This design comes from an exercise in tuning for small area on the open sky130 flow, not from production work. Only simulation tests tie the RTL to the original design; equivalence was not proved.

## design/flow/config.mk

```make
export PLATFORM = sky130hd
export DESIGN_NAME = processing_element
export DESIGN_NICKNAME = processing_element
export VERILOG_FILES = /design/flow/design.v
export SDC_FILE = /design/flow/constraint.sdc
export NUM_CORES = 4
export LEC_CHECK = 0
export CAP_MARGIN = 0
export CORE_MARGIN = 2
export CORE_UTILIZATION = 40
export CTS_BUF_LIST = sky130_fd_sc_hd__clkbuf_8
export GPL_TIMING_DRIVEN = 0
export SLEW_MARGIN = 0
export SYNTH_HIERARCHICAL = 1
```

## design/flow/constraint.sdc

```tcl
create_clock -name core_clock -period 6.5 [get_ports {clk}]
set_input_delay 1.3000 -clock core_clock [delete_from_list [all_inputs] [get_ports {clk}]]
set_output_delay 1.3000 -clock core_clock [all_outputs]
set_load 0.01 [all_outputs]
```

## design/flow/design.v

```verilog
module processing_element(activation, weight, out, clk, rst);
parameter NON_ZERO_WEIGHTS = 108,
          SPECIAL_CASE = 0,
          FRACTIONAL_BITS = 8,
          BIT_SIZE = 16;
output reg signed [BIT_SIZE-1:0] out;
input [BIT_SIZE-1:0] activation, weight;
input clk, rst;
reg [23:0] s_n;        
reg [15:0] d1, d2, d3, d4;   
reg [6:0] cnt;       
reg valid;           
wire load = (cnt == 0);
wire [23:0] nxt;
wire one1;
wire two2;
wire neg3;
wire none4;
wire ntwo5;
wire nx6;
wire nx7;
wire nx8;
wire nx9;
wire nx10;
wire nx11;
wire nx12;
wire nx13;
wire nx14;
wire nx15;
wire nx16;
wire nx17;
wire nx18;
wire nx19;
wire nx20;
wire nx21;
wire pp22;
wire pp23;
wire pp24;
wire pp25;
wire pp26;
wire pp27;
wire pp28;
wire pp29;
wire pp30;
wire pp31;
wire pp32;
wire pp33;
wire pp34;
wire pp35;
wire pp36;
wire pp37;
wire pp38;
wire one39;
wire two40;
wire neg41;
wire none42;
wire ntwo43;
wire nx44;
wire nx45;
wire nx46;
wire nx47;
wire nx48;
wire nx49;
wire nx50;
wire nx51;
wire nx52;
wire nx53;
wire nx54;
wire nx55;
wire nx56;
wire nx57;
wire nx58;
wire nx59;
wire pp60;
wire pp61;
wire pp62;
wire pp63;
wire pp64;
wire pp65;
wire pp66;
wire pp67;
wire pp68;
wire pp69;
wire pp70;
wire pp71;
wire pp72;
wire pp73;
wire pp74;
wire pp75;
wire pp76;
wire one77;
wire two78;
wire neg79;
wire none80;
wire ntwo81;
wire nx82;
wire nx83;
wire nx84;
wire nx85;
wire nx86;
wire nx87;
wire nx88;
wire nx89;
wire nx90;
wire nx91;
wire nx92;
wire nx93;
wire nx94;
wire nx95;
wire nx96;
wire nx97;
wire pp98;
wire pp99;
wire pp100;
wire pp101;
wire pp102;
wire pp103;
wire pp104;
wire pp105;
wire pp106;
wire pp107;
wire pp108;
wire pp109;
wire pp110;
wire pp111;
wire pp112;
wire pp113;
wire pp114;
wire one115;
wire two116;
wire neg117;
wire none118;
wire ntwo119;
wire nx120;
wire nx121;
wire nx122;
wire nx123;
wire nx124;
wire nx125;
wire nx126;
wire nx127;
wire nx128;
wire nx129;
wire nx130;
wire nx131;
wire nx132;
wire nx133;
wire nx134;
wire nx135;
wire pp136;
wire pp137;
wire pp138;
wire pp139;
wire pp140;
wire pp141;
wire pp142;
wire pp143;
wire pp144;
wire pp145;
wire pp146;
wire pp147;
wire pp148;
wire pp149;
wire pp150;
wire pp151;
wire pp152;
wire one153;
wire two154;
wire neg155;
wire none156;
wire ntwo157;
wire nx158;
wire nx159;
wire nx160;
wire nx161;
wire nx162;
wire nx163;
wire nx164;
wire nx165;
wire nx166;
wire nx167;
wire nx168;
wire nx169;
wire nx170;
wire nx171;
wire nx172;
wire nx173;
wire pp174;
wire pp175;
wire pp176;
wire pp177;
wire pp178;
wire pp179;
wire pp180;
wire pp181;
wire pp182;
wire pp183;
wire pp184;
wire pp185;
wire pp186;
wire pp187;
wire pp188;
wire pp189;
wire one190;
wire two191;
wire neg192;
wire none193;
wire ntwo194;
wire nx195;
wire nx196;
wire nx197;
wire nx198;
wire nx199;
wire nx200;
wire nx201;
wire nx202;
wire nx203;
wire nx204;
wire nx205;
wire nx206;
wire nx207;
wire nx208;
wire pp209;
wire pp210;
wire pp211;
wire pp212;
wire pp213;
wire pp214;
wire pp215;
wire pp216;
wire pp217;
wire pp218;
wire pp219;
wire pp220;
wire pp221;
wire pp222;
wire one223;
wire two224;
wire neg225;
wire none226;
wire ntwo227;
wire nx228;
wire nx229;
wire nx230;
wire nx231;
wire nx232;
wire nx233;
wire nx234;
wire nx235;
wire nx236;
wire nx237;
wire nx238;
wire nx239;
wire pp240;
wire pp241;
wire pp242;
wire pp243;
wire pp244;
wire pp245;
wire pp246;
wire pp247;
wire pp248;
wire pp249;
wire pp250;
wire pp251;
wire one252;
wire two253;
wire neg254;
wire none255;
wire ntwo256;
wire nx257;
wire nx258;
wire nx259;
wire nx260;
wire nx261;
wire nx262;
wire nx263;
wire nx264;
wire nx265;
wire nx266;
wire pp267;
wire pp268;
wire pp269;
wire pp270;
wire pp271;
wire pp272;
wire pp273;
wire pp274;
wire pp275;
wire pp276;
wire ac277;
wire ac278;
wire ac279;
wire ac280;
wire ac281;
wire ac282;
wire ac283;
wire ac284;
wire ac285;
wire ac286;
wire ac287;
wire ac288;
wire ac289;
wire ac290;
wire ac291;
wire ac292;
wire ac293;
wire ac294;
wire ac295;
wire ac296;
wire ac297;
wire ac298;
wire ac299;
wire ac300;
wire es301;
wire ec302;
wire es303;
wire ec304;
wire es305;
wire ec306;
wire es307;
wire ec308;
wire es309;
wire ec310;
wire es311;
wire ec312;
wire es313;
wire es314;
wire ec315;
wire es316;
wire ec317;
wire es318;
wire ec319;
wire es320;
wire es321;
wire ec322;
wire es323;
wire hs324;
wire hc325;
wire hs326;
wire hc327;
wire hs328;
wire hc329;
wire fs330;
wire fc331;
wire hs332;
wire hc333;
wire fs334;
wire fc335;
wire fs336;
wire fc337;
wire fs338;
wire fc339;
wire fs340;
wire fc341;
wire fs342;
wire fc343;
wire fs344;
wire fc345;
wire hs346;
wire hc347;
wire fs348;
wire fc349;
wire fs350;
wire fc351;
wire fs352;
wire fc353;
wire fs354;
wire fc355;
wire fs356;
wire fc357;
wire fs358;
wire fc359;
wire fs360;
wire fc361;
wire fs362;
wire fc363;
wire fs364;
wire fc365;
wire fs366;
wire fc367;
wire fs368;
wire fc369;
wire hs370;
wire hc371;
wire fs372;
wire fc373;
wire fs374;
wire fc375;
wire fs376;
wire fc377;
wire fs378;
wire fc379;
wire fs380;
wire fc381;
wire hs382;
wire hc383;
wire hs384;
wire hc385;
wire hs386;
wire hc387;
wire fs388;
wire fc389;
wire hs390;
wire hc391;
wire fs392;
wire fc393;
wire hs394;
wire hc395;
wire fs396;
wire fc397;
wire fs398;
wire fc399;
wire fs400;
wire fc401;
wire fs402;
wire fc403;
wire fs404;
wire fc405;
wire fs406;
wire fc407;
wire fs408;
wire fc409;
wire fs410;
wire fc411;
wire fs412;
wire fc413;
wire fs414;
wire fc415;
wire fs416;
wire fc417;
wire fs418;
wire fc419;
wire fs420;
wire fc421;
wire fs422;
wire fc423;
wire fs424;
wire fc425;
wire fs426;
wire fc427;
wire fs428;
wire fc429;
wire fs430;
wire fc431;
wire fs432;
wire fc433;
wire fs434;
wire fc435;
wire fs436;
wire fc437;
wire fs438;
wire fc439;
wire fs440;
wire fc441;
wire fs442;
wire fc443;
wire fs444;
wire fc445;
wire fs446;
wire fc447;
wire fs448;
wire fc449;
wire fs450;
wire fc451;
wire fs452;
wire fc453;
wire fs454;
wire fc455;
wire fs456;
wire fs457;
wire hs458;
wire hc459;
wire hs460;
wire hc461;
wire fs462;
wire fc463;
wire fs464;
wire fc465;
wire fs466;
wire fc467;
wire fs468;
wire fc469;
wire fs470;
wire fc471;
wire fs472;
wire fc473;
wire fs474;
wire fc475;
wire fs476;
wire fc477;
wire fs478;
wire fc479;
wire fs480;
wire fc481;
wire fs482;
wire fc483;
wire fs484;
wire fc485;
wire fs486;
wire fc487;
wire fs488;
wire fc489;
wire fs490;
wire fc491;
wire fs492;
wire fc493;
wire fs494;
wire fc495;
wire fs496;
wire fc497;
wire fs498;
wire fc499;
wire fs500;
wire hs501;
wire hc502;
wire hs503;
wire hc504;
wire fs505;
wire fc506;
wire fs507;
wire fc508;
wire fs509;
wire fc510;
wire fs511;
wire fc512;
wire fs513;
wire fc514;
wire fs515;
wire fc516;
wire fs517;
wire fc518;
wire fs519;
wire fc520;
wire fs521;
wire fc522;
wire fs523;
wire fc524;
wire fs525;
wire fc526;
wire fs527;
wire fc528;
wire fs529;
wire fc530;
wire fs531;
wire fc532;
wire fs533;
wire fc534;
wire fs535;
wire fc536;
wire fs537;
wire fc538;
wire fs539;
wire fc540;
wire fs541;
wire fc542;
wire fs543;
wire fc544;
wire fs545;
wire fc546;
wire fs547;
wire g548;
wire p549;
wire g550;
wire p551;
wire g552;
wire p553;
wire g554;
wire p555;
wire g556;
wire p557;
wire g558;
wire p559;
wire g560;
wire p561;
wire g562;
wire p563;
wire g564;
wire p565;
wire g566;
wire p567;
wire g568;
wire p569;
wire g570;
wire p571;
wire g572;
wire p573;
wire g574;
wire p575;
wire g576;
wire p577;
wire g578;
wire p579;
wire g580;
wire p581;
wire g582;
wire p583;
wire g584;
wire p585;
wire g586;
wire p587;
wire g588;
wire p589;
wire g590;
wire p591;
wire g592;
wire p593;
wire g594;
wire p595;
wire G596;
wire P597;
wire G598;
wire P599;
wire G600;
wire P601;
wire G602;
wire P603;
wire G604;
wire P605;
wire G606;
wire P607;
wire G608;
wire P609;
wire G610;
wire P611;
wire G612;
wire P613;
wire G614;
wire P615;
wire G616;
wire P617;
wire G618;
wire P619;
wire G620;
wire P621;
wire G622;
wire P623;
wire G624;
wire P625;
wire G626;
wire P627;
wire G628;
wire P629;
wire G630;
wire P631;
wire G632;
wire P633;
wire G634;
wire P635;
wire G636;
wire P637;
wire G638;
wire P639;
wire G640;
wire P641;
wire G642;
wire P643;
wire G644;
wire P645;
wire G646;
wire P647;
wire G648;
wire P649;
wire G650;
wire P651;
wire G652;
wire P653;
wire G654;
wire P655;
wire G656;
wire P657;
wire G658;
wire P659;
wire G660;
wire P661;
wire G662;
wire P663;
wire G664;
wire P665;
wire G666;
wire P667;
wire G668;
wire P669;
wire G670;
wire P671;
wire G672;
wire P673;
wire G674;
wire P675;
wire G676;
wire P677;
wire G678;
wire P679;
wire G680;
wire P681;
wire G682;
wire P683;
wire G684;
wire P685;
wire G686;
wire P687;
wire G688;
wire P689;
wire G690;
wire P691;
wire G692;
wire P693;
wire G694;
wire P695;
wire G696;
wire P697;
wire G698;
wire P699;
assign one1 = weight[0] ^ 1'b0;
assign two2 = (weight[1] & ~weight[0] & ~1'b0) | (~weight[1] & weight[0] & 1'b0);
assign neg3 = weight[1] & ~(weight[0] & 1'b0);
assign none4 = ~one1;
assign ntwo5 = ~two2;
assign nx6 = ~(activation[0] ^ neg3);
assign nx7 = ~(activation[1] ^ neg3);
assign nx8 = ~(activation[2] ^ neg3);
assign nx9 = ~(activation[3] ^ neg3);
assign nx10 = ~(activation[4] ^ neg3);
assign nx11 = ~(activation[5] ^ neg3);
assign nx12 = ~(activation[6] ^ neg3);
assign nx13 = ~(activation[7] ^ neg3);
assign nx14 = ~(activation[8] ^ neg3);
assign nx15 = ~(activation[9] ^ neg3);
assign nx16 = ~(activation[10] ^ neg3);
assign nx17 = ~(activation[11] ^ neg3);
assign nx18 = ~(activation[12] ^ neg3);
assign nx19 = ~(activation[13] ^ neg3);
assign nx20 = ~(activation[14] ^ neg3);
assign nx21 = ~(activation[15] ^ neg3);
assign pp22 = ((one1 & ~nx6) | (two2 & neg3));
pe_o22ai u_sel1 (.a(none4), .b(nx7), .c(ntwo5), .d(nx6), .y(pp23));
pe_o22ai u_sel2 (.a(none4), .b(nx8), .c(ntwo5), .d(nx7), .y(pp24));
pe_o22ai u_sel3 (.a(none4), .b(nx9), .c(ntwo5), .d(nx8), .y(pp25));
pe_o22ai u_sel4 (.a(none4), .b(nx10), .c(ntwo5), .d(nx9), .y(pp26));
pe_o22ai u_sel5 (.a(none4), .b(nx11), .c(ntwo5), .d(nx10), .y(pp27));
pe_o22ai u_sel6 (.a(none4), .b(nx12), .c(ntwo5), .d(nx11), .y(pp28));
pe_o22ai u_sel7 (.a(none4), .b(nx13), .c(ntwo5), .d(nx12), .y(pp29));
pe_o22ai u_sel8 (.a(none4), .b(nx14), .c(ntwo5), .d(nx13), .y(pp30));
pe_o22ai u_sel9 (.a(none4), .b(nx15), .c(ntwo5), .d(nx14), .y(pp31));
pe_o22ai u_sel10 (.a(none4), .b(nx16), .c(ntwo5), .d(nx15), .y(pp32));
pe_o22ai u_sel11 (.a(none4), .b(nx17), .c(ntwo5), .d(nx16), .y(pp33));
pe_o22ai u_sel12 (.a(none4), .b(nx18), .c(ntwo5), .d(nx17), .y(pp34));
pe_o22ai u_sel13 (.a(none4), .b(nx19), .c(ntwo5), .d(nx18), .y(pp35));
pe_o22ai u_sel14 (.a(none4), .b(nx20), .c(ntwo5), .d(nx19), .y(pp36));
pe_o22ai u_sel15 (.a(none4), .b(nx21), .c(ntwo5), .d(nx20), .y(pp37));
pe_o22a u_sel16 (.a(none4), .b(nx21), .c(ntwo5), .d(nx21), .y(pp38));
assign one39 = weight[2] ^ weight[1];
assign two40 = (weight[3] & ~weight[2] & ~weight[1]) | (~weight[3] & weight[2] & weight[1]);
assign neg41 = weight[3] & ~(weight[2] & weight[1]);
assign none42 = ~one39;
assign ntwo43 = ~two40;
assign nx44 = ~(activation[0] ^ neg41);
assign nx45 = ~(activation[1] ^ neg41);
assign nx46 = ~(activation[2] ^ neg41);
assign nx47 = ~(activation[3] ^ neg41);
assign nx48 = ~(activation[4] ^ neg41);
assign nx49 = ~(activation[5] ^ neg41);
assign nx50 = ~(activation[6] ^ neg41);
assign nx51 = ~(activation[7] ^ neg41);
assign nx52 = ~(activation[8] ^ neg41);
assign nx53 = ~(activation[9] ^ neg41);
assign nx54 = ~(activation[10] ^ neg41);
assign nx55 = ~(activation[11] ^ neg41);
assign nx56 = ~(activation[12] ^ neg41);
assign nx57 = ~(activation[13] ^ neg41);
assign nx58 = ~(activation[14] ^ neg41);
assign nx59 = ~(activation[15] ^ neg41);
assign pp60 = ((one39 & ~nx44) | (two40 & neg41));
pe_o22ai u_sel17 (.a(none42), .b(nx45), .c(ntwo43), .d(nx44), .y(pp61));
pe_o22ai u_sel18 (.a(none42), .b(nx46), .c(ntwo43), .d(nx45), .y(pp62));
pe_o22ai u_sel19 (.a(none42), .b(nx47), .c(ntwo43), .d(nx46), .y(pp63));
pe_o22ai u_sel20 (.a(none42), .b(nx48), .c(ntwo43), .d(nx47), .y(pp64));
pe_o22ai u_sel21 (.a(none42), .b(nx49), .c(ntwo43), .d(nx48), .y(pp65));
pe_o22ai u_sel22 (.a(none42), .b(nx50), .c(ntwo43), .d(nx49), .y(pp66));
pe_o22ai u_sel23 (.a(none42), .b(nx51), .c(ntwo43), .d(nx50), .y(pp67));
pe_o22ai u_sel24 (.a(none42), .b(nx52), .c(ntwo43), .d(nx51), .y(pp68));
pe_o22ai u_sel25 (.a(none42), .b(nx53), .c(ntwo43), .d(nx52), .y(pp69));
pe_o22ai u_sel26 (.a(none42), .b(nx54), .c(ntwo43), .d(nx53), .y(pp70));
pe_o22ai u_sel27 (.a(none42), .b(nx55), .c(ntwo43), .d(nx54), .y(pp71));
pe_o22ai u_sel28 (.a(none42), .b(nx56), .c(ntwo43), .d(nx55), .y(pp72));
pe_o22ai u_sel29 (.a(none42), .b(nx57), .c(ntwo43), .d(nx56), .y(pp73));
pe_o22ai u_sel30 (.a(none42), .b(nx58), .c(ntwo43), .d(nx57), .y(pp74));
pe_o22ai u_sel31 (.a(none42), .b(nx59), .c(ntwo43), .d(nx58), .y(pp75));
pe_o22a u_sel32 (.a(none42), .b(nx59), .c(ntwo43), .d(nx59), .y(pp76));
assign one77 = weight[4] ^ weight[3];
assign two78 = (weight[5] & ~weight[4] & ~weight[3]) | (~weight[5] & weight[4] & weight[3]);
assign neg79 = weight[5] & ~(weight[4] & weight[3]);
assign none80 = ~one77;
assign ntwo81 = ~two78;
assign nx82 = ~(activation[0] ^ neg79);
assign nx83 = ~(activation[1] ^ neg79);
assign nx84 = ~(activation[2] ^ neg79);
assign nx85 = ~(activation[3] ^ neg79);
assign nx86 = ~(activation[4] ^ neg79);
assign nx87 = ~(activation[5] ^ neg79);
assign nx88 = ~(activation[6] ^ neg79);
assign nx89 = ~(activation[7] ^ neg79);
assign nx90 = ~(activation[8] ^ neg79);
assign nx91 = ~(activation[9] ^ neg79);
assign nx92 = ~(activation[10] ^ neg79);
assign nx93 = ~(activation[11] ^ neg79);
assign nx94 = ~(activation[12] ^ neg79);
assign nx95 = ~(activation[13] ^ neg79);
assign nx96 = ~(activation[14] ^ neg79);
assign nx97 = ~(activation[15] ^ neg79);
assign pp98 = ((one77 & ~nx82) | (two78 & neg79));
pe_o22ai u_sel33 (.a(none80), .b(nx83), .c(ntwo81), .d(nx82), .y(pp99));
pe_o22ai u_sel34 (.a(none80), .b(nx84), .c(ntwo81), .d(nx83), .y(pp100));
pe_o22ai u_sel35 (.a(none80), .b(nx85), .c(ntwo81), .d(nx84), .y(pp101));
pe_o22ai u_sel36 (.a(none80), .b(nx86), .c(ntwo81), .d(nx85), .y(pp102));
pe_o22ai u_sel37 (.a(none80), .b(nx87), .c(ntwo81), .d(nx86), .y(pp103));
pe_o22ai u_sel38 (.a(none80), .b(nx88), .c(ntwo81), .d(nx87), .y(pp104));
pe_o22ai u_sel39 (.a(none80), .b(nx89), .c(ntwo81), .d(nx88), .y(pp105));
pe_o22ai u_sel40 (.a(none80), .b(nx90), .c(ntwo81), .d(nx89), .y(pp106));
pe_o22ai u_sel41 (.a(none80), .b(nx91), .c(ntwo81), .d(nx90), .y(pp107));
pe_o22ai u_sel42 (.a(none80), .b(nx92), .c(ntwo81), .d(nx91), .y(pp108));
pe_o22ai u_sel43 (.a(none80), .b(nx93), .c(ntwo81), .d(nx92), .y(pp109));
pe_o22ai u_sel44 (.a(none80), .b(nx94), .c(ntwo81), .d(nx93), .y(pp110));
pe_o22ai u_sel45 (.a(none80), .b(nx95), .c(ntwo81), .d(nx94), .y(pp111));
pe_o22ai u_sel46 (.a(none80), .b(nx96), .c(ntwo81), .d(nx95), .y(pp112));
pe_o22ai u_sel47 (.a(none80), .b(nx97), .c(ntwo81), .d(nx96), .y(pp113));
pe_o22a u_sel48 (.a(none80), .b(nx97), .c(ntwo81), .d(nx97), .y(pp114));
assign one115 = weight[6] ^ weight[5];
assign two116 = (weight[7] & ~weight[6] & ~weight[5]) | (~weight[7] & weight[6] & weight[5]);
assign neg117 = weight[7] & ~(weight[6] & weight[5]);
assign none118 = ~one115;
assign ntwo119 = ~two116;
assign nx120 = ~(activation[0] ^ neg117);
assign nx121 = ~(activation[1] ^ neg117);
assign nx122 = ~(activation[2] ^ neg117);
assign nx123 = ~(activation[3] ^ neg117);
assign nx124 = ~(activation[4] ^ neg117);
assign nx125 = ~(activation[5] ^ neg117);
assign nx126 = ~(activation[6] ^ neg117);
assign nx127 = ~(activation[7] ^ neg117);
assign nx128 = ~(activation[8] ^ neg117);
assign nx129 = ~(activation[9] ^ neg117);
assign nx130 = ~(activation[10] ^ neg117);
assign nx131 = ~(activation[11] ^ neg117);
assign nx132 = ~(activation[12] ^ neg117);
assign nx133 = ~(activation[13] ^ neg117);
assign nx134 = ~(activation[14] ^ neg117);
assign nx135 = ~(activation[15] ^ neg117);
assign pp136 = ((one115 & ~nx120) | (two116 & neg117));
pe_o22ai u_sel49 (.a(none118), .b(nx121), .c(ntwo119), .d(nx120), .y(pp137));
pe_o22ai u_sel50 (.a(none118), .b(nx122), .c(ntwo119), .d(nx121), .y(pp138));
pe_o22ai u_sel51 (.a(none118), .b(nx123), .c(ntwo119), .d(nx122), .y(pp139));
pe_o22ai u_sel52 (.a(none118), .b(nx124), .c(ntwo119), .d(nx123), .y(pp140));
pe_o22ai u_sel53 (.a(none118), .b(nx125), .c(ntwo119), .d(nx124), .y(pp141));
pe_o22ai u_sel54 (.a(none118), .b(nx126), .c(ntwo119), .d(nx125), .y(pp142));
pe_o22ai u_sel55 (.a(none118), .b(nx127), .c(ntwo119), .d(nx126), .y(pp143));
pe_o22ai u_sel56 (.a(none118), .b(nx128), .c(ntwo119), .d(nx127), .y(pp144));
pe_o22ai u_sel57 (.a(none118), .b(nx129), .c(ntwo119), .d(nx128), .y(pp145));
pe_o22ai u_sel58 (.a(none118), .b(nx130), .c(ntwo119), .d(nx129), .y(pp146));
pe_o22ai u_sel59 (.a(none118), .b(nx131), .c(ntwo119), .d(nx130), .y(pp147));
pe_o22ai u_sel60 (.a(none118), .b(nx132), .c(ntwo119), .d(nx131), .y(pp148));
pe_o22ai u_sel61 (.a(none118), .b(nx133), .c(ntwo119), .d(nx132), .y(pp149));
pe_o22ai u_sel62 (.a(none118), .b(nx134), .c(ntwo119), .d(nx133), .y(pp150));
pe_o22ai u_sel63 (.a(none118), .b(nx135), .c(ntwo119), .d(nx134), .y(pp151));
pe_o22a u_sel64 (.a(none118), .b(nx135), .c(ntwo119), .d(nx135), .y(pp152));
assign one153 = weight[8] ^ weight[7];
assign two154 = (weight[9] & ~weight[8] & ~weight[7]) | (~weight[9] & weight[8] & weight[7]);
assign neg155 = weight[9] & ~(weight[8] & weight[7]);
assign none156 = ~one153;
assign ntwo157 = ~two154;
assign nx158 = ~(activation[0] ^ neg155);
assign nx159 = ~(activation[1] ^ neg155);
assign nx160 = ~(activation[2] ^ neg155);
assign nx161 = ~(activation[3] ^ neg155);
assign nx162 = ~(activation[4] ^ neg155);
assign nx163 = ~(activation[5] ^ neg155);
assign nx164 = ~(activation[6] ^ neg155);
assign nx165 = ~(activation[7] ^ neg155);
assign nx166 = ~(activation[8] ^ neg155);
assign nx167 = ~(activation[9] ^ neg155);
assign nx168 = ~(activation[10] ^ neg155);
assign nx169 = ~(activation[11] ^ neg155);
assign nx170 = ~(activation[12] ^ neg155);
assign nx171 = ~(activation[13] ^ neg155);
assign nx172 = ~(activation[14] ^ neg155);
assign nx173 = ~(activation[15] ^ neg155);
assign pp174 = ((one153 & ~nx158) | (two154 & neg155));
pe_o22ai u_sel65 (.a(none156), .b(nx159), .c(ntwo157), .d(nx158), .y(pp175));
pe_o22ai u_sel66 (.a(none156), .b(nx160), .c(ntwo157), .d(nx159), .y(pp176));
pe_o22ai u_sel67 (.a(none156), .b(nx161), .c(ntwo157), .d(nx160), .y(pp177));
pe_o22ai u_sel68 (.a(none156), .b(nx162), .c(ntwo157), .d(nx161), .y(pp178));
pe_o22ai u_sel69 (.a(none156), .b(nx163), .c(ntwo157), .d(nx162), .y(pp179));
pe_o22ai u_sel70 (.a(none156), .b(nx164), .c(ntwo157), .d(nx163), .y(pp180));
pe_o22ai u_sel71 (.a(none156), .b(nx165), .c(ntwo157), .d(nx164), .y(pp181));
pe_o22ai u_sel72 (.a(none156), .b(nx166), .c(ntwo157), .d(nx165), .y(pp182));
pe_o22ai u_sel73 (.a(none156), .b(nx167), .c(ntwo157), .d(nx166), .y(pp183));
pe_o22ai u_sel74 (.a(none156), .b(nx168), .c(ntwo157), .d(nx167), .y(pp184));
pe_o22ai u_sel75 (.a(none156), .b(nx169), .c(ntwo157), .d(nx168), .y(pp185));
pe_o22ai u_sel76 (.a(none156), .b(nx170), .c(ntwo157), .d(nx169), .y(pp186));
pe_o22ai u_sel77 (.a(none156), .b(nx171), .c(ntwo157), .d(nx170), .y(pp187));
pe_o22ai u_sel78 (.a(none156), .b(nx172), .c(ntwo157), .d(nx171), .y(pp188));
pe_o22ai u_sel79 (.a(none156), .b(nx173), .c(ntwo157), .d(nx172), .y(pp189));
assign one190 = weight[10] ^ weight[9];
assign two191 = (weight[11] & ~weight[10] & ~weight[9]) | (~weight[11] & weight[10] & weight[9]);
assign neg192 = weight[11] & ~(weight[10] & weight[9]);
assign none193 = ~one190;
assign ntwo194 = ~two191;
assign nx195 = ~(activation[0] ^ neg192);
assign nx196 = ~(activation[1] ^ neg192);
assign nx197 = ~(activation[2] ^ neg192);
assign nx198 = ~(activation[3] ^ neg192);
assign nx199 = ~(activation[4] ^ neg192);
assign nx200 = ~(activation[5] ^ neg192);
assign nx201 = ~(activation[6] ^ neg192);
assign nx202 = ~(activation[7] ^ neg192);
assign nx203 = ~(activation[8] ^ neg192);
assign nx204 = ~(activation[9] ^ neg192);
assign nx205 = ~(activation[10] ^ neg192);
assign nx206 = ~(activation[11] ^ neg192);
assign nx207 = ~(activation[12] ^ neg192);
assign nx208 = ~(activation[13] ^ neg192);
assign pp209 = ((one190 & ~nx195) | (two191 & neg192));
pe_o22ai u_sel80 (.a(none193), .b(nx196), .c(ntwo194), .d(nx195), .y(pp210));
pe_o22ai u_sel81 (.a(none193), .b(nx197), .c(ntwo194), .d(nx196), .y(pp211));
pe_o22ai u_sel82 (.a(none193), .b(nx198), .c(ntwo194), .d(nx197), .y(pp212));
pe_o22ai u_sel83 (.a(none193), .b(nx199), .c(ntwo194), .d(nx198), .y(pp213));
pe_o22ai u_sel84 (.a(none193), .b(nx200), .c(ntwo194), .d(nx199), .y(pp214));
pe_o22ai u_sel85 (.a(none193), .b(nx201), .c(ntwo194), .d(nx200), .y(pp215));
pe_o22ai u_sel86 (.a(none193), .b(nx202), .c(ntwo194), .d(nx201), .y(pp216));
pe_o22ai u_sel87 (.a(none193), .b(nx203), .c(ntwo194), .d(nx202), .y(pp217));
pe_o22ai u_sel88 (.a(none193), .b(nx204), .c(ntwo194), .d(nx203), .y(pp218));
pe_o22ai u_sel89 (.a(none193), .b(nx205), .c(ntwo194), .d(nx204), .y(pp219));
pe_o22ai u_sel90 (.a(none193), .b(nx206), .c(ntwo194), .d(nx205), .y(pp220));
pe_o22ai u_sel91 (.a(none193), .b(nx207), .c(ntwo194), .d(nx206), .y(pp221));
pe_o22ai u_sel92 (.a(none193), .b(nx208), .c(ntwo194), .d(nx207), .y(pp222));
assign one223 = weight[12] ^ weight[11];
assign two224 = (weight[13] & ~weight[12] & ~weight[11]) | (~weight[13] & weight[12] & weight[11]);
assign neg225 = weight[13] & ~(weight[12] & weight[11]);
assign none226 = ~one223;
assign ntwo227 = ~two224;
assign nx228 = ~(activation[0] ^ neg225);
assign nx229 = ~(activation[1] ^ neg225);
assign nx230 = ~(activation[2] ^ neg225);
assign nx231 = ~(activation[3] ^ neg225);
assign nx232 = ~(activation[4] ^ neg225);
assign nx233 = ~(activation[5] ^ neg225);
assign nx234 = ~(activation[6] ^ neg225);
assign nx235 = ~(activation[7] ^ neg225);
assign nx236 = ~(activation[8] ^ neg225);
assign nx237 = ~(activation[9] ^ neg225);
assign nx238 = ~(activation[10] ^ neg225);
assign nx239 = ~(activation[11] ^ neg225);
assign pp240 = ((one223 & ~nx228) | (two224 & neg225));
pe_o22ai u_sel93 (.a(none226), .b(nx229), .c(ntwo227), .d(nx228), .y(pp241));
pe_o22ai u_sel94 (.a(none226), .b(nx230), .c(ntwo227), .d(nx229), .y(pp242));
pe_o22ai u_sel95 (.a(none226), .b(nx231), .c(ntwo227), .d(nx230), .y(pp243));
pe_o22ai u_sel96 (.a(none226), .b(nx232), .c(ntwo227), .d(nx231), .y(pp244));
pe_o22ai u_sel97 (.a(none226), .b(nx233), .c(ntwo227), .d(nx232), .y(pp245));
pe_o22ai u_sel98 (.a(none226), .b(nx234), .c(ntwo227), .d(nx233), .y(pp246));
pe_o22ai u_sel99 (.a(none226), .b(nx235), .c(ntwo227), .d(nx234), .y(pp247));
pe_o22ai u_sel100 (.a(none226), .b(nx236), .c(ntwo227), .d(nx235), .y(pp248));
pe_o22ai u_sel101 (.a(none226), .b(nx237), .c(ntwo227), .d(nx236), .y(pp249));
pe_o22ai u_sel102 (.a(none226), .b(nx238), .c(ntwo227), .d(nx237), .y(pp250));
pe_o22ai u_sel103 (.a(none226), .b(nx239), .c(ntwo227), .d(nx238), .y(pp251));
assign one252 = weight[14] ^ weight[13];
assign two253 = (weight[15] & ~weight[14] & ~weight[13]) | (~weight[15] & weight[14] & weight[13]);
assign neg254 = weight[15] & ~(weight[14] & weight[13]);
assign none255 = ~one252;
assign ntwo256 = ~two253;
assign nx257 = ~(activation[0] ^ neg254);
assign nx258 = ~(activation[1] ^ neg254);
assign nx259 = ~(activation[2] ^ neg254);
assign nx260 = ~(activation[3] ^ neg254);
assign nx261 = ~(activation[4] ^ neg254);
assign nx262 = ~(activation[5] ^ neg254);
assign nx263 = ~(activation[6] ^ neg254);
assign nx264 = ~(activation[7] ^ neg254);
assign nx265 = ~(activation[8] ^ neg254);
assign nx266 = ~(activation[9] ^ neg254);
assign pp267 = ((one252 & ~nx257) | (two253 & neg254));
pe_o22ai u_sel104 (.a(none255), .b(nx258), .c(ntwo256), .d(nx257), .y(pp268));
pe_o22ai u_sel105 (.a(none255), .b(nx259), .c(ntwo256), .d(nx258), .y(pp269));
pe_o22ai u_sel106 (.a(none255), .b(nx260), .c(ntwo256), .d(nx259), .y(pp270));
pe_o22ai u_sel107 (.a(none255), .b(nx261), .c(ntwo256), .d(nx260), .y(pp271));
pe_o22ai u_sel108 (.a(none255), .b(nx262), .c(ntwo256), .d(nx261), .y(pp272));
pe_o22ai u_sel109 (.a(none255), .b(nx263), .c(ntwo256), .d(nx262), .y(pp273));
pe_o22ai u_sel110 (.a(none255), .b(nx264), .c(ntwo256), .d(nx263), .y(pp274));
pe_o22ai u_sel111 (.a(none255), .b(nx265), .c(ntwo256), .d(nx264), .y(pp275));
pe_o22ai u_sel112 (.a(none255), .b(nx266), .c(ntwo256), .d(nx265), .y(pp276));
assign ac277 = ~(s_n[0] | load);
assign ac278 = ~(s_n[1] | load);
assign ac279 = ~(s_n[2] | load);
assign ac280 = ~(s_n[3] | load);
assign ac281 = ~(s_n[4] | load);
assign ac282 = ~(s_n[5] | load);
assign ac283 = ~(s_n[6] | load);
assign ac284 = ~(s_n[7] | load);
assign ac285 = ~(s_n[8] | load);
assign ac286 = ~(s_n[9] | load);
assign ac287 = ~(s_n[10] | load);
assign ac288 = ~(s_n[11] | load);
assign ac289 = ~(s_n[12] | load);
assign ac290 = ~(s_n[13] | load);
assign ac291 = ~(s_n[14] | load);
assign ac292 = ~(s_n[15] | load);
assign ac293 = ~(s_n[16] | load);
assign ac294 = ~(s_n[17] | load);
assign ac295 = ~(s_n[18] | load);
assign ac296 = ~(s_n[19] | load);
assign ac297 = ~(s_n[20] | load);
assign ac298 = ~(s_n[21] | load);
assign ac299 = ~(s_n[22] | load);
assign ac300 = ~(s_n[23] | load);
pe_ha u_ha113 (.a(ac285), .b(neg155), .s(es301), .co(ec302));
pe_ha u_ha114 (.a(ac286), .b(ec302), .s(es303), .co(ec304));
pe_fa u_fa115 (.a(ac287), .b(neg192), .c(ec304), .s(es305), .co(ec306));
pe_ha u_ha116 (.a(ac289), .b(neg225), .s(es307), .co(ec308));
pe_ha u_ha117 (.a(ac290), .b(ec308), .s(es309), .co(ec310));
pe_fa u_fa118 (.a(ac291), .b(neg254), .c(ec310), .s(es311), .co(ec312));
assign es313 = ~ac293;
assign es314 = ~(ac294 ^ ac293);
assign ec315 = ac294 | ac293;
pe_ha u_ha119 (.a(ac295), .b(ec315), .s(es316), .co(ec317));
assign es318 = ~(ac296 ^ ec317);
assign ec319 = ac296 | ec317;
assign es320 = ~ac298;
pe_ha u_ha120 (.a(ac299), .b(ac298), .s(es321), .co(ec322));
assign es323 = 1'b1 ^ ac300 ^ ec322;
pe_ha u_ha121 (.a(ac292), .b(pp37), .s(hs324), .co(hc325));
pe_ha u_ha122 (.a(es313), .b(pp38), .s(hs326), .co(hc327));
pe_ha u_ha123 (.a(pp32), .b(pp68), .s(hs328), .co(hc329));
pe_fa u_fa124 (.a(ac288), .b(pp33), .c(pp69), .s(fs330), .co(fc331));
pe_ha u_ha125 (.a(pp105), .b(pp141), .s(hs332), .co(hc333));
pe_fa u_fa126 (.a(es307), .b(pp34), .c(pp70), .s(fs334), .co(fc335));
pe_fa u_fa127 (.a(pp106), .b(pp142), .c(pp178), .s(fs336), .co(fc337));
pe_fa u_fa128 (.a(es309), .b(pp35), .c(pp71), .s(fs338), .co(fc339));
pe_fa u_fa129 (.a(pp107), .b(pp143), .c(pp179), .s(fs340), .co(fc341));
pe_fa u_fa130 (.a(pp36), .b(pp72), .c(pp108), .s(fs342), .co(fc343));
pe_fa u_fa131 (.a(pp144), .b(pp180), .c(pp213), .s(fs344), .co(fc345));
pe_ha u_ha132 (.a(pp242), .b(pp267), .s(hs346), .co(hc347));
pe_fa u_fa133 (.a(pp73), .b(pp109), .c(pp145), .s(fs348), .co(fc349));
pe_fa u_fa134 (.a(pp181), .b(pp214), .c(pp243), .s(fs350), .co(fc351));
pe_fa u_fa135 (.a(pp268), .b(ec312), .c(hs324), .s(fs352), .co(fc353));
pe_fa u_fa136 (.a(pp74), .b(pp110), .c(pp146), .s(fs354), .co(fc355));
pe_fa u_fa137 (.a(pp182), .b(pp215), .c(pp244), .s(fs356), .co(fc357));
pe_fa u_fa138 (.a(pp269), .b(hc325), .c(hs326), .s(fs358), .co(fc359));
pe_fa u_fa139 (.a(es314), .b(pp75), .c(pp111), .s(fs360), .co(fc361));
pe_fa u_fa140 (.a(pp147), .b(pp183), .c(pp216), .s(fs362), .co(fc363));
pe_fa u_fa141 (.a(pp245), .b(pp270), .c(hc327), .s(fs364), .co(fc365));
pe_fa u_fa142 (.a(es316), .b(pp76), .c(pp112), .s(fs366), .co(fc367));
pe_fa u_fa143 (.a(pp148), .b(pp184), .c(pp217), .s(fs368), .co(fc369));
pe_ha u_ha144 (.a(pp246), .b(pp271), .s(hs370), .co(hc371));
pe_fa u_fa145 (.a(pp113), .b(pp149), .c(pp185), .s(fs372), .co(fc373));
pe_fa u_fa146 (.a(pp218), .b(pp247), .c(pp272), .s(fs374), .co(fc375));
pe_fa u_fa147 (.a(ac297), .b(pp114), .c(pp150), .s(fs376), .co(fc377));
pe_fa u_fa148 (.a(pp186), .b(pp219), .c(pp248), .s(fs378), .co(fc379));
pe_fa u_fa149 (.a(es320), .b(pp151), .c(pp187), .s(fs380), .co(fc381));
pe_ha u_ha150 (.a(es321), .b(pp152), .s(hs382), .co(hc383));
pe_ha u_ha151 (.a(ac281), .b(neg79), .s(hs384), .co(hc385));
pe_ha u_ha152 (.a(ac282), .b(pp27), .s(hs386), .co(hc387));
pe_fa u_fa153 (.a(ac283), .b(neg117), .c(pp28), .s(fs388), .co(fc389));
pe_ha u_ha154 (.a(pp64), .b(pp100), .s(hs390), .co(hc391));
pe_fa u_fa155 (.a(ac284), .b(pp29), .c(pp65), .s(fs392), .co(fc393));
pe_ha u_ha156 (.a(pp101), .b(pp137), .s(hs394), .co(hc395));
pe_fa u_fa157 (.a(es301), .b(pp30), .c(pp66), .s(fs396), .co(fc397));
pe_fa u_fa158 (.a(pp102), .b(pp138), .c(pp174), .s(fs398), .co(fc399));
pe_fa u_fa159 (.a(es303), .b(pp31), .c(pp67), .s(fs400), .co(fc401));
pe_fa u_fa160 (.a(pp103), .b(pp139), .c(pp175), .s(fs402), .co(fc403));
pe_fa u_fa161 (.a(pp104), .b(pp140), .c(pp176), .s(fs404), .co(fc405));
pe_fa u_fa162 (.a(pp209), .b(es305), .c(hs328), .s(fs406), .co(fc407));
pe_fa u_fa163 (.a(pp177), .b(pp210), .c(ec306), .s(fs408), .co(fc409));
pe_fa u_fa164 (.a(hc329), .b(hs332), .c(fs330), .s(fs410), .co(fc411));
pe_fa u_fa165 (.a(pp211), .b(pp240), .c(hc333), .s(fs412), .co(fc413));
pe_fa u_fa166 (.a(fc331), .b(fs334), .c(fs336), .s(fs414), .co(fc415));
pe_fa u_fa167 (.a(pp212), .b(pp241), .c(fc335), .s(fs416), .co(fc417));
pe_fa u_fa168 (.a(fc337), .b(fs338), .c(fs340), .s(fs418), .co(fc419));
pe_fa u_fa169 (.a(es311), .b(hs346), .c(fc339), .s(fs420), .co(fc421));
pe_fa u_fa170 (.a(fc341), .b(fs342), .c(fs344), .s(fs422), .co(fc423));
pe_fa u_fa171 (.a(hc347), .b(fc343), .c(fc345), .s(fs424), .co(fc425));
pe_fa u_fa172 (.a(fs348), .b(fs350), .c(fs352), .s(fs426), .co(fc427));
pe_fa u_fa173 (.a(fc349), .b(fc351), .c(fs354), .s(fs428), .co(fc429));
pe_fa u_fa174 (.a(fs356), .b(fc353), .c(fs358), .s(fs430), .co(fc431));
pe_fa u_fa175 (.a(fc355), .b(fc357), .c(fs360), .s(fs432), .co(fc433));
pe_fa u_fa176 (.a(fs362), .b(fc359), .c(fs364), .s(fs434), .co(fc435));
pe_fa u_fa177 (.a(hs370), .b(fc361), .c(fc363), .s(fs436), .co(fc437));
pe_fa u_fa178 (.a(fs366), .b(fs368), .c(fc365), .s(fs438), .co(fc439));
pe_fa u_fa179 (.a(es318), .b(hc371), .c(fc367), .s(fs440), .co(fc441));
pe_fa u_fa180 (.a(fc369), .b(fs372), .c(fs374), .s(fs442), .co(fc443));
pe_fa u_fa181 (.a(pp273), .b(ec319), .c(fc373), .s(fs444), .co(fc445));
pe_fa u_fa182 (.a(fc375), .b(fs376), .c(fs378), .s(fs446), .co(fc447));
pe_fa u_fa183 (.a(pp220), .b(pp249), .c(pp274), .s(fs448), .co(fc449));
pe_fa u_fa184 (.a(fc377), .b(fc379), .c(fs380), .s(fs450), .co(fc451));
pe_fa u_fa185 (.a(pp188), .b(pp221), .c(pp250), .s(fs452), .co(fc453));
pe_fa u_fa186 (.a(pp275), .b(hs382), .c(fc381), .s(fs454), .co(fc455));
assign fs456 = es323 ^ pp189 ^ pp222;
assign fs457 = pp251 ^ pp276 ^ hc383;
pe_ha u_ha187 (.a(ac279), .b(neg41), .s(hs458), .co(hc459));
pe_ha u_ha188 (.a(ac280), .b(pp25), .s(hs460), .co(hc461));
pe_fa u_fa189 (.a(hs384), .b(pp26), .c(pp62), .s(fs462), .co(fc463));
pe_fa u_fa190 (.a(hc385), .b(pp63), .c(pp99), .s(fs464), .co(fc465));
pe_fa u_fa191 (.a(pp136), .b(hc387), .c(hs390), .s(fs466), .co(fc467));
pe_fa u_fa192 (.a(hc391), .b(hs394), .c(fc389), .s(fs468), .co(fc469));
pe_fa u_fa193 (.a(hc395), .b(fc393), .c(fs396), .s(fs470), .co(fc471));
pe_fa u_fa194 (.a(fc397), .b(fc399), .c(fs400), .s(fs472), .co(fc473));
pe_fa u_fa195 (.a(fc401), .b(fc403), .c(fs404), .s(fs474), .co(fc475));
pe_fa u_fa196 (.a(fc405), .b(fs408), .c(fc407), .s(fs476), .co(fc477));
pe_fa u_fa197 (.a(fc409), .b(fs412), .c(fc411), .s(fs478), .co(fc479));
pe_fa u_fa198 (.a(fc413), .b(fc415), .c(fs416), .s(fs480), .co(fc481));
pe_fa u_fa199 (.a(fc417), .b(fc419), .c(fs420), .s(fs482), .co(fc483));
pe_fa u_fa200 (.a(fc421), .b(fc423), .c(fs424), .s(fs484), .co(fc485));
pe_fa u_fa201 (.a(fc425), .b(fs428), .c(fc427), .s(fs486), .co(fc487));
pe_fa u_fa202 (.a(fc429), .b(fs432), .c(fc431), .s(fs488), .co(fc489));
pe_fa u_fa203 (.a(fc433), .b(fs436), .c(fc435), .s(fs490), .co(fc491));
pe_fa u_fa204 (.a(fc437), .b(fs440), .c(fs442), .s(fs492), .co(fc493));
pe_fa u_fa205 (.a(fc441), .b(fc443), .c(fs444), .s(fs494), .co(fc495));
pe_fa u_fa206 (.a(fs448), .b(fc445), .c(fc447), .s(fs496), .co(fc497));
pe_fa u_fa207 (.a(fc449), .b(fs452), .c(fc451), .s(fs498), .co(fc499));
assign fs500 = fc453 ^ fs456 ^ fs457;
pe_ha u_ha208 (.a(ac277), .b(neg3), .s(hs501), .co(hc502));
pe_ha u_ha209 (.a(ac278), .b(pp23), .s(hs503), .co(hc504));
pe_fa u_fa210 (.a(hs458), .b(pp24), .c(pp60), .s(fs505), .co(fc506));
pe_fa u_fa211 (.a(hc459), .b(pp61), .c(hs460), .s(fs507), .co(fc508));
pe_fa u_fa212 (.a(pp98), .b(hc461), .c(fs462), .s(fs509), .co(fc510));
pe_fa u_fa213 (.a(hs386), .b(fc463), .c(fs464), .s(fs511), .co(fc512));
pe_fa u_fa214 (.a(fc465), .b(fs388), .c(fs466), .s(fs513), .co(fc514));
pe_fa u_fa215 (.a(fs392), .b(fc467), .c(fs468), .s(fs515), .co(fc516));
pe_fa u_fa216 (.a(fs398), .b(fc469), .c(fs470), .s(fs517), .co(fc518));
pe_fa u_fa217 (.a(fs402), .b(fc471), .c(fs472), .s(fs519), .co(fc520));
pe_fa u_fa218 (.a(fs406), .b(fc473), .c(fs474), .s(fs521), .co(fc522));
pe_fa u_fa219 (.a(fc475), .b(fs410), .c(fs476), .s(fs523), .co(fc524));
pe_fa u_fa220 (.a(fs414), .b(fc477), .c(fs478), .s(fs525), .co(fc526));
pe_fa u_fa221 (.a(fs418), .b(fc479), .c(fs480), .s(fs527), .co(fc528));
pe_fa u_fa222 (.a(fs422), .b(fc481), .c(fs482), .s(fs529), .co(fc530));
pe_fa u_fa223 (.a(fs426), .b(fc483), .c(fs484), .s(fs531), .co(fc532));
pe_fa u_fa224 (.a(fs430), .b(fc485), .c(fs486), .s(fs533), .co(fc534));
pe_fa u_fa225 (.a(fs434), .b(fc487), .c(fs488), .s(fs535), .co(fc536));
pe_fa u_fa226 (.a(fs438), .b(fc489), .c(fs490), .s(fs537), .co(fc538));
pe_fa u_fa227 (.a(fc439), .b(fs492), .c(fc491), .s(fs539), .co(fc540));
pe_fa u_fa228 (.a(fs446), .b(fc493), .c(fs494), .s(fs541), .co(fc542));
pe_fa u_fa229 (.a(fs450), .b(fc495), .c(fs496), .s(fs543), .co(fc544));
pe_fa u_fa230 (.a(fs454), .b(fc497), .c(fs498), .s(fs545), .co(fc546));
assign fs547 = fc455 ^ fs500 ^ fc499;
assign g548 = hs501 & pp22;
assign p549 = hs501 ^ pp22;
assign g550 = hc502 & hs503;
assign p551 = hc502 ^ hs503;
assign g552 = hc504 & fs505;
assign p553 = hc504 ^ fs505;
assign g554 = fc506 & fs507;
assign p555 = fc506 ^ fs507;
assign g556 = fc508 & fs509;
assign p557 = fc508 ^ fs509;
assign g558 = fc510 & fs511;
assign p559 = fc510 ^ fs511;
assign g560 = fc512 & fs513;
assign p561 = fc512 ^ fs513;
assign g562 = fc514 & fs515;
assign p563 = fc514 ^ fs515;
assign g564 = fc516 & fs517;
assign p565 = fc516 ^ fs517;
assign g566 = fc518 & fs519;
assign p567 = fc518 ^ fs519;
assign g568 = fc520 & fs521;
assign p569 = fc520 ^ fs521;
assign g570 = fc522 & fs523;
assign p571 = fc522 ^ fs523;
assign g572 = fc524 & fs525;
assign p573 = fc524 ^ fs525;
assign g574 = fc526 & fs527;
assign p575 = fc526 ^ fs527;
assign g576 = fc528 & fs529;
assign p577 = fc528 ^ fs529;
assign g578 = fc530 & fs531;
assign p579 = fc530 ^ fs531;
assign g580 = fc532 & fs533;
assign p581 = fc532 ^ fs533;
assign g582 = fc534 & fs535;
assign p583 = fc534 ^ fs535;
assign g584 = fc536 & fs537;
assign p585 = fc536 ^ fs537;
assign g586 = fc538 & fs539;
assign p587 = fc538 ^ fs539;
assign g588 = fc540 & fs541;
assign p589 = fc540 ^ fs541;
assign g590 = fc542 & fs543;
assign p591 = fc542 ^ fs543;
assign g592 = fc544 & fs545;
assign p593 = fc544 ^ fs545;
assign g594 = fc546 & fs547;
assign p595 = fc546 ^ fs547;
assign G596 = g550 | (p551 & g548);
assign P597 = p551 & p549;
assign G598 = g554 | (p555 & g552);
assign P599 = p555 & p553;
assign G600 = g558 | (p559 & g556);
assign P601 = p559 & p557;
assign G602 = g562 | (p563 & g560);
assign P603 = p563 & p561;
assign G604 = g566 | (p567 & g564);
assign P605 = p567 & p565;
assign G606 = g570 | (p571 & g568);
assign P607 = p571 & p569;
assign G608 = g574 | (p575 & g572);
assign P609 = p575 & p573;
assign G610 = g578 | (p579 & g576);
assign P611 = p579 & p577;
assign G612 = g582 | (p583 & g580);
assign P613 = p583 & p581;
assign G614 = g586 | (p587 & g584);
assign P615 = p587 & p585;
assign G616 = g590 | (p591 & g588);
assign P617 = p591 & p589;
assign G618 = g594 | (p595 & g592);
assign P619 = p595 & p593;
assign G620 = g552 | (p553 & G596);
assign P621 = p553 & P597;
assign G622 = G598 | (P599 & G596);
assign P623 = P599 & P597;
assign G624 = g560 | (p561 & G600);
assign P625 = p561 & P601;
assign G626 = G602 | (P603 & G600);
assign P627 = P603 & P601;
assign G628 = g568 | (p569 & G604);
assign P629 = p569 & P605;
assign G630 = G606 | (P607 & G604);
assign P631 = P607 & P605;
assign G632 = g576 | (p577 & G608);
assign P633 = p577 & P609;
assign G634 = G610 | (P611 & G608);
assign P635 = P611 & P609;
assign G636 = g584 | (p585 & G612);
assign P637 = p585 & P613;
assign G638 = G614 | (P615 & G612);
assign P639 = P615 & P613;
assign G640 = g592 | (p593 & G616);
assign P641 = p593 & P617;
assign G642 = G618 | (P619 & G616);
assign P643 = P619 & P617;
assign G644 = g556 | (p557 & G622);
assign P645 = p557 & P623;
assign G646 = G600 | (P601 & G622);
assign P647 = P601 & P623;
assign G648 = G624 | (P625 & G622);
assign P649 = P625 & P623;
assign G650 = G626 | (P627 & G622);
assign P651 = P627 & P623;
assign G652 = g572 | (p573 & G630);
assign P653 = p573 & P631;
assign G654 = G608 | (P609 & G630);
assign P655 = P609 & P631;
assign G656 = G632 | (P633 & G630);
assign P657 = P633 & P631;
assign G658 = G634 | (P635 & G630);
assign P659 = P635 & P631;
assign G660 = g588 | (p589 & G638);
assign P661 = p589 & P639;
assign G662 = G616 | (P617 & G638);
assign P663 = P617 & P639;
assign G664 = G640 | (P641 & G638);
assign P665 = P641 & P639;
assign G666 = G642 | (P643 & G638);
assign P667 = P643 & P639;
assign G668 = g564 | (p565 & G650);
assign P669 = p565 & P651;
assign G670 = G604 | (P605 & G650);
assign P671 = P605 & P651;
assign G672 = G628 | (P629 & G650);
assign P673 = P629 & P651;
assign G674 = G630 | (P631 & G650);
assign P675 = P631 & P651;
assign G676 = G652 | (P653 & G650);
assign P677 = P653 & P651;
assign G678 = G654 | (P655 & G650);
assign P679 = P655 & P651;
assign G680 = G656 | (P657 & G650);
assign P681 = P657 & P651;
assign G682 = G658 | (P659 & G650);
assign P683 = P659 & P651;
assign G684 = g580 | (p581 & G682);
assign P685 = p581 & P683;
assign G686 = G612 | (P613 & G682);
assign P687 = P613 & P683;
assign G688 = G636 | (P637 & G682);
assign P689 = P637 & P683;
assign G690 = G638 | (P639 & G682);
assign P691 = P639 & P683;
assign G692 = G660 | (P661 & G682);
assign P693 = P661 & P683;
assign G694 = G662 | (P663 & G682);
assign P695 = P663 & P683;
assign G696 = G664 | (P665 & G682);
assign P697 = P665 & P683;
assign G698 = G666 | (P667 & G682);
assign P699 = P667 & P683;
assign nxt[0] = p549;
assign nxt[1] = (p551 ^ g548);
assign nxt[2] = (p553 ^ G596);
assign nxt[3] = (p555 ^ G620);
assign nxt[4] = (p557 ^ G622);
assign nxt[5] = (p559 ^ G644);
assign nxt[6] = (p561 ^ G646);
assign nxt[7] = (p563 ^ G648);
assign nxt[8] = (p565 ^ G650);
assign nxt[9] = (p567 ^ G668);
assign nxt[10] = (p569 ^ G670);
assign nxt[11] = (p571 ^ G672);
assign nxt[12] = (p573 ^ G674);
assign nxt[13] = (p575 ^ G676);
assign nxt[14] = (p577 ^ G678);
assign nxt[15] = (p579 ^ G680);
assign nxt[16] = (p581 ^ G682);
assign nxt[17] = (p583 ^ G684);
assign nxt[18] = (p585 ^ G686);
assign nxt[19] = (p587 ^ G688);
assign nxt[20] = (p589 ^ G690);
assign nxt[21] = (p591 ^ G692);
assign nxt[22] = (p593 ^ G694);
assign nxt[23] = (p595 ^ G696);
always @(posedge clk) begin
  s_n <= ~nxt;
  d1 <= s_n[FRACTIONAL_BITS+15:FRACTIONAL_BITS];
  d2 <= d1;
  d3 <= d2;
  d4 <= d3;
  if (!rst) begin
    cnt <= 0;
    valid <= 1'b0;
    out <= 0;
  end else begin
    cnt <= (cnt == NON_ZERO_WEIGHTS - 1) ? 7'd0 : cnt + 7'd1;
    valid <= valid | (cnt == 4);
    out <= valid ? ~d4 : 16'd0;
  end
end
endmodule
module pe_fa(a, b, c, s, co);
input a, b, c;
output s, co;
assign s = a ^ b ^ c;
assign co = (a & b) | (a & c) | (b & c);
endmodule
module pe_o22ai(a, b, c, d, y);
input a, b, c, d;
output y;
assign y = ~((a | b) & (c | d));
endmodule
module pe_o22a(a, b, c, d, y);
input a, b, c, d;
output y;
assign y = (a | b) & (c | d);
endmodule
module pe_ha(a, b, s, co);
input a, b;
output s, co;
assign s = a ^ b;
assign co = a & b;
endmodule
```

## design/flow/flow/run.sh

```bash
#!/bin/bash
# Standard layout; ports buffered with a small buffer, synthesis buffers removed before placement.
set -euo pipefail
export BUFFER_PORTS_ARGS="-buffer_cell sky130_fd_sc_hd__buf_1"
export REMOVE_ABC_BUFFERS=1
export RECOVER_POWER=100
export CTS_ARGS="-sink_clustering_enable -repair_clock_nets -buf_list sky130_fd_sc_hd__clkbuf_8 -dont_use_dummy_load"
bash standard.sh > standard_flow.log 2>&1
```

## design/flow/standard.sh

```bash
#!/bin/bash
# synth_recipe.tcl (not shown) runs the flow's synth.tcl, then flattens the netlist and writes it again
# the make line also repeats each setting of config.mk as NAME=value (left out here)
make -C /OpenROAD-flow-scripts/flow DESIGN_CONFIG=/design/flow/config.mk WORK_HOME=/design/flow/orfs CLKGATE_MAP_FILE= SYNTH_SCRIPT=/design/flow/synth_recipe.tcl "${@:-finish}"
```

==> results.ini, run 1 <==
[status]
status = timing/DRC/antenna clean

[yosys]
netlist_area_sq_mm = 0.00809
synth_seq_cells = 112
synth.distinct_cells = 41
synth-async-reset-ratio_pct = 0
synth_warnings = 7
avgSynthCellArea_sq_um = 10.7
synthFlopType = dfxtp_1
ys_seq_area_share_pct = 27.7
synth_edf_count = 0
syn_inst = 753

[sta]
fmax_mhz = 162
finalCritPeriodShare_pct = 94.8
finClkSkew_ns = 0.0295
slew_headroom_pct = 19.6
finalCriticalPeriod_ns = 6.16
slew_viol_final = 0
final-hold-violation-count = 0
final-setup-viol-count = 0
worst_slew_pin_slew_ns = 1.20
rsz0062_at_grt = no

[detailed_routing]
wl_per_cell_um = 16.0
ant_nets = 0
finalWirelength_mm = 16.9
drt_iter0_drc = 220
drt-pass1-iter-count = 4
drc = 0
dr_total_vias = 5458
vias_per_cell = 5.16

[global_route]
grt_start_max_net_pins = 25
gr-total-overflow = 0
antenna_found_initial = 0
grt_pass1_wl_mm = 27.7
grt_use_total_pct = 16.0
grt_pass1_vias = 5434

[final_layout]
final_nets = 979
design_area_sq_mm = 0.00872
fin_util_pct = 43.5
instances_no_fill = 1057
drive_gt1_share_pct = 4.45
area_growth_syn_to_layout_pct = 7.81
fill_cells = 1976
diodes = 0

[die]
io_pins = 50
core_sq_mm = 0.0200
start_util_pct = 40.3
die_area_sq_mm = 0.0214
dieWidth_um = 146
fp.dieH_um = 146
row_count = 52

[setup_path]
critPathArrivalTime_ns = 6.43
critPathRequiredTime_ns = 6.77
critPathKind = in2reg
cp-start-kind = input pin
crit_fanout = 13
endpoint_kind = register

[clock_tree]
cts_max_level = 3
cts_tree = yes
clkSinkCount = 112
cts_inserted_buffers = 9
cts_root_buf = clkbuf_8
clk_pin_slew_worst_paths_ns = 0.10
clock_latency_ns = 0.38
clockBufferDepth = 2

[hold_path]
holdCritPathClass = reg2reg

[place]
placed_cells = 1047
port_buffers = 49
place_hpwl_mm = 13.6
postPlaceCellArea_sq_mm = 0.00857
globalplace.congestion = 0.897

[run]
cap_violations = 0

-- Yosys stat by module, one instance, submodules excluded --
module              cells inside  flip-flops and latches
pe_o22a                        1                       0
pe_o22ai                       1                       0
pe_ha                          1                       0
processing_element           523                     112
pe_fa                          1                       0
-- cell usage after synthesis, types with 4 or more instances --
master	count	area, sq um
xnor2_1	135	1180
fa_1	102	2040
inv_1	37	139
buf_1	10	37.5
nor2_1	53	199
ha_1	54	676
a21o_1	5	37.5
buf_2	4	20.0
a21oi_1	15	75.1
o22a_1	4	35.0
o32ai_1	7	61.3
nor3_1	10	50.1
and2_1	4	25.0
or2_2	6	37.5
nand3_1	4	20.0
o22ai_1	108	676
dfxtp_1	112	2240
clkbuf_1	15	56.3
nand2_1	10	37.5
o21ai_0	8	40.0
nor2b_1	11	68.8
xor2_1	10	87.6
-- layout by cell type (no fill, tap or decap), types with 4 or more instances in the layout --
master | Yosys | routed
buf_8 | 0 | 4
o32ai_1 | 7 | 7
fa_1 | 102 | 102
nand2_1 | 10 | 10
xor2_1 | 10 | 10
buf_1 | 10 | 48
nor3_1 | 10 | 10
o22a_1 | 4 | 4
dfxtp_1 | 112 | 112
ha_1 | 54 | 54
a21oi_1 | 15 | 11
a21o_1 | 5 | 5
or2_2 | 6 | 6
o21ai_0 | 8 | 8
xnor2_1 | 135 | 135
inv_1 | 37 | 37
clkbuf_8 | 0 | 9
nor2_2 | 0 | 7
nand3_1 | 4 | 4
a21oi_2 | 0 | 4
nor2b_1 | 11 | 11
o22ai_1 | 108 | 108
nor2_1 | 53 | 46
-- kinds of logic after synthesis --
family	after synthesis	share of synthesized area, %
AOI/OAI and AO/OA	165	13.2
xor gates and xnor gates	146	15.9
adders and majority gates	156	33.6
buffers and inverters	66	3.13
DFF	112	27.7
and+or+nand+nor	108	6.47
-- worst paths after layout --
path / from / end / slack, ns / cells past startpoint
worst max-delay path: weight[11] / s_n[23] / 0.34 / 17
worst min-delay path: d2[8] / d3[8] / 0.31 / 0
worst max register to register: cnt[0] / s_n[23] / 0.47 / 19
worst min register to register: d2[8] / d3[8] / 0.31 / 0
-- through the flow --
step	TNS (ns)	setup slack (ns)	hold WS [ns]
after floorplan	0	0.0315	0.310
after detailed placement	-6.98	-1.03	0.312
after global routing	0	0.0308	0.325
after CTS	0	0.116	0.308
final	0	0.339	0.313
after global placement	-11.26	-1.38	0.312
-- cell type report --
class	count	area [sq um]	area share, %
Multi-Input combinational cell	576	5630	64.6
Sequential cell	112	2240	25.7
Tap cell	270	338	3.88
Timing Repair Buffer	53	245	2.81
Inverter	37	139	1.59
Clock buffer	9	124	1.42
-- registers in the layout, indices dropped and copies added (netlist names) --
register  cells
d4           16
cnt           7
d2           16
s_n          24
d1           16
valid         1
d3           16
out          16
-- critical path: stages --
cell	delay (ns)
buf_1	0.13
ha_1	0.24
nor2_2	0.63
ha_1	0.28
ha_1	0.25
fa_1	0.51
fa_1	0.44
fa_1	0.54
fa_1	0.44
ha_1	0.35
a21o_1	0.17
a21o_1	0.18
nor3_1	0.12
o21ai_1	0.15
and4_1	0.26
o211a_1	0.23
a211o_1	0.21
-- timing repair --
item,4_1_cts,5_1_grt
endpoints found under the setup margin,9,3
hold buffers,0,0
gates resized for setup,4,6
setup buffers,0,0
gates cloned,0,1
pin swaps,0,1
endpoints found under the hold margin,0,0
-- layer usage --
| metal | vias to the layer above | wire length, um | global-route usage [%] |
|---|---|---|---|
| met2 | 106 | 7620 | 25.9 |
| met5 | - | 0 | 0 |
| met1 | 2659 | 8410 | 22.9 |
| met4 | 0 | 242 | 3.83 |
| li1 | 2680 | - | - |
| met3 | 13 | 660 | 2.25 |
==> inputs of run 2 (changes only) <==
--- a/design/flow/config.mk
+++ b/design/flow/config.mk
@@ -5,10 +5,10 @@
 export SDC_FILE = /design/flow/constraint.sdc
 export NUM_CORES = 4
 export LEC_CHECK = 0
-export CAP_MARGIN = 0
+export CAP_MARGIN = 20
 export CORE_MARGIN = 2
 export CORE_UTILIZATION = 40
 export CTS_BUF_LIST = sky130_fd_sc_hd__clkbuf_8
 export GPL_TIMING_DRIVEN = 0
-export SLEW_MARGIN = 0
+export SLEW_MARGIN = 20
 export SYNTH_HIERARCHICAL = 1
==> run 2 against run 1 <==
  * Still clean
  * Fmax down 0.19%
  * Sequential cell count is the same
  * Sequential share of layout area hardly changed
  * Highest routed layer unchanged
==> results.ini, run 2 <==
[final_layout]
final_cell_mix = xnor2_1, dfxtp_1, o22ai_1  ; unchanged
final_common_cell = xnor2_1  ; unchanged
regMostFlops = s_n  ; unchanged
largest_reg_flops = 24  ; unchanged
fill_cells = 1989  ; was 1,976
diodes = 0  ; unchanged
drive_gt1_share_pct = 4.69  ; was 4.45%
fin_util_pct = 43.5  ; about the same
final_nets = 981  ; was 979
area_growth_syn_to_layout_pct = 7.92  ; was 7.81%

[clock_tree]
cts_hold_buf = 0  ; unchanged
clockBufferDepth = 2  ; unchanged
cts_root_buf = clkbuf_8  ; unchanged
cts_inserted_buffers = 9  ; unchanged
cts_setup_buffers = 0  ; unchanged
clk_pin_slew_worst_paths_ns = 0.10  ; about the same
clkSinkCount = 112  ; unchanged
clock_latency_ns = 0.37  ; was 0.38 ns
cts_resized = 0  ; was 4
cts_tree = yes  ; unchanged
cts_max_level = 3  ; unchanged

[global_route]
gr-total-overflow = 0  ; unchanged
grt_pass1_vias = 5462  ; was 5,434
grt_pass1_wl_mm = 27.8  ; was 27.7 mm
grt_start_max_net_pins = 25  ; unchanged
grt_use_total_pct = 16.2  ; was 16.0%
antenna_found_initial = 0  ; unchanged

[setup_path]
crit_fanout = 22  ; was 13
worstSetupEndpoint = s_n[23]  ; unchanged
r2r_start = cnt[0]  ; unchanged
critPathArrivalTime_ns = 6.44  ; was 6.43 ns
critPathRequiredTime_ns = 6.77  ; about the same
critPathKind = in2reg  ; unchanged
r2r_cells = 18  ; was 19
rrSetupSlack_ns = 0.43  ; was 0.47 ns
cp-startpoint = weight[1]  ; was weight[11]
endpoint_kind = register  ; unchanged
r2r-end = s_n[23]  ; unchanged
cp-start-kind = input pin  ; unchanged

[detailed_routing]
finalWirelength_mm = 17.0  ; was 16.9 mm
drt_iter0_drc = 214  ; was 220
vias_per_cell = 5.17  ; was 5.16
drt-pass1-iter-count = 5  ; was 4
ant_nets = 0  ; unchanged
drc = 0  ; unchanged
dr_total_vias = 5472  ; was 5,458
wl_per_cell_um = 16.1  ; was 16.0 um

[die]
dieWidth_um = 146  ; unchanged
core_sq_mm = 0.0200  ; unchanged
die_area_sq_mm = 0.0214  ; unchanged
start_util_pct = 40.3  ; unchanged
io_pins = 50  ; unchanged
row_count = 52  ; unchanged
fp.dieH_um = 146  ; unchanged

[sta]
finClkSkew_ns = 0.0202  ; was 0.0295 ns
slew_viol_final = 0  ; unchanged
fmax_mhz = 162  ; about the same
final-setup-viol-count = 0  ; unchanged
rsz0062_at_grt = no  ; unchanged
finalCriticalPeriod_ns = 6.17  ; was 6.16 ns
slew_headroom_pct = 19.5  ; was 19.6%
worst_slew_pin_slew_ns = 1.20  ; about the same
final-hold-violation-count = 0  ; unchanged
finalCritPeriodShare_pct = 95.0  ; was 94.8%

[yosys]
synth_edf_count = 0  ; unchanged
yosysMostFrequentCell = xnor2_1  ; unchanged
synth_top_area_share_pct = 27.7  ; unchanged
yosys.area.top_type = dfxtp_1  ; unchanged
netlist_area_sq_mm = 0.00809  ; unchanged
synth-async-reset-ratio_pct = 0  ; unchanged
synth_warnings = 7  ; unchanged
ys_seq_area_share_pct = 27.7  ; unchanged
synthFlopType = dfxtp_1  ; unchanged
synth_seq_cells = 112  ; unchanged
synth.distinct_cells = 41  ; unchanged
syn_inst = 753  ; unchanged
avgSynthCellArea_sq_um = 10.7  ; unchanged
synth_commonest_cells = xnor2_1, dfxtp_1, o22ai_1  ; unchanged
synth.area.top_cells = dfxtp_1, fa_1, xnor2_1  ; unchanged

[place]
port_buffers = 49  ; unchanged
globalplace.congestion = 0.897  ; unchanged
place_hpwl_mm = 13.6  ; about the same

[run]
cap_violations = 0  ; unchanged

[status]
status = timing/DRC/antenna clean  ; unchanged

[hold_path]
holdCritPathClass = reg2reg  ; unchanged

[run 2: how the worst min path moves through the flow]
stage | cells after the start | start | slack [ns] | end
6_report | 0 | d3[11] | 0.31 | d4[11]
5_1_grt | 0 | d2[8] | 0.32 | d3[8]
4_1_cts | 0 | d3[11] | 0.31 | d4[11]
3_5_place_dp | 0 | d1[12] | 0.31 | d2[12]
3_3_place_gp | 0 | d3[15] | 0.31 | d4[15]
2_1_floorplan | 0 | d1[0] | 0.31 | d2[0]
[run 2: final cells by class]
cell class	count	area [sq um]	share of cell area, %
clock buffer	9	124	1.42
inverter	37	139	1.59
multi-input combinational	576	5630	64.5
sequential	112	2240	25.7
tap	270	338	3.87
timing repair buffer	55	253	2.90
[run 2: metal layers]
| layer | up-vias | GRT usage [%] | part of all wire [%] |
|---|---|---|---|
| met2 | 125 | 25.7 | 44 |
| met3 | 14 | 2.75 | 4.9 |
| li1 | 2685 | - | - |
| met4 | 0 | 4.66 | 1.6 |
| met5 | - | 0 | 0 |
| met1 | 2648 | 22.8 | 49 |
[run 2: per-module statistics from Yosys (local to each module, per instance)]
module              times used  cells  cell area (sq um)
pe_fa                       97      1               20.0
pe_o22a                      4      1               8.76
pe_o22ai                   108      1               6.26
processing_element           1    523               5170
pe_ha                       21      1               12.5
[run 2: per-stage QoR]
stage | hold WS, ns | TNS [ns] | instances | instance area, sq um | setup slack (ns)
finish | 0.309 | 0 | 1059 | 8730 | 0.328
global route | 0.316 | 0 | 1059 | 8730 | 0.0841
CTS | 0.306 | 0 | 1058 | 8720 | 0.251
detailed placement | 0.312 | -0.0869 | 1049 | 8590 | -0.0869
global placement | 0.312 | -11.26 | 1043 | 8490 | -1.38
floorplan | 0.310 | 0 | 724 | 7970 | 0.0315
[run 2: cell families after synthesis]
group	synth area share (%)
AOI/OAI and AO/OA	13.2
xor gates and xnor gates	15.9
adders and majority gates	33.6
buffers and inverters	3.13
DFF	27.7
and+or+nand+nor	6.47
[run 2: critical path: stages]
cell and delay, ns:
buf_2 0.30, ha_1 0.32, nor2_2 0.26, buf_6 0.24, xnor2_1 0.11, o22ai_1 0.23, fa_1 0.47, fa_1 0.43
fa_1 0.55, fa_1 0.42, ha_1 0.32, a21o_1 0.17, a21o_1 0.17, a21o_1 0.18, nor3_1 0.12, o21ai_1 0.15
and4_1 0.25, o211a_1 0.23, a211o_1 0.21

==> separate check: timing with driven ports <==
The flow's constraints put no driver on any port. The routed layouts listed below were extracted and timed again, unchanged, in two steps. Step 1 sets driving cells, clkbuf_16 on the clock port and buf_2 on the other inputs (assumed; they add their load-dependent delay and slew). Step 2, shift: input delay + t, output delay - t, t = (earliest + latest rising clock arrival at the registers) / 2. This alone moves slack from input paths to output paths. Slacks: ideal / step 1 / step 2; pairs: ideal / step 1.
run	shift t [ns]	slack for setup (ns)	worst setup path after step 2	worst register clock-pin slew, ns
run 1	0.398	0.339 / 0.356 / -0.042	input to register	0.11 / 0.11
run 2	0.401	0.328 / 0.342 / -0.059	input to register	0.10 / 0.10
Met with ideal ports but missed after step 2: setup timing in run 1 and run 2. The setup slack of run 2, which loses most, moves by +0.014 ns with the drivers and by -0.387 ns with both steps.
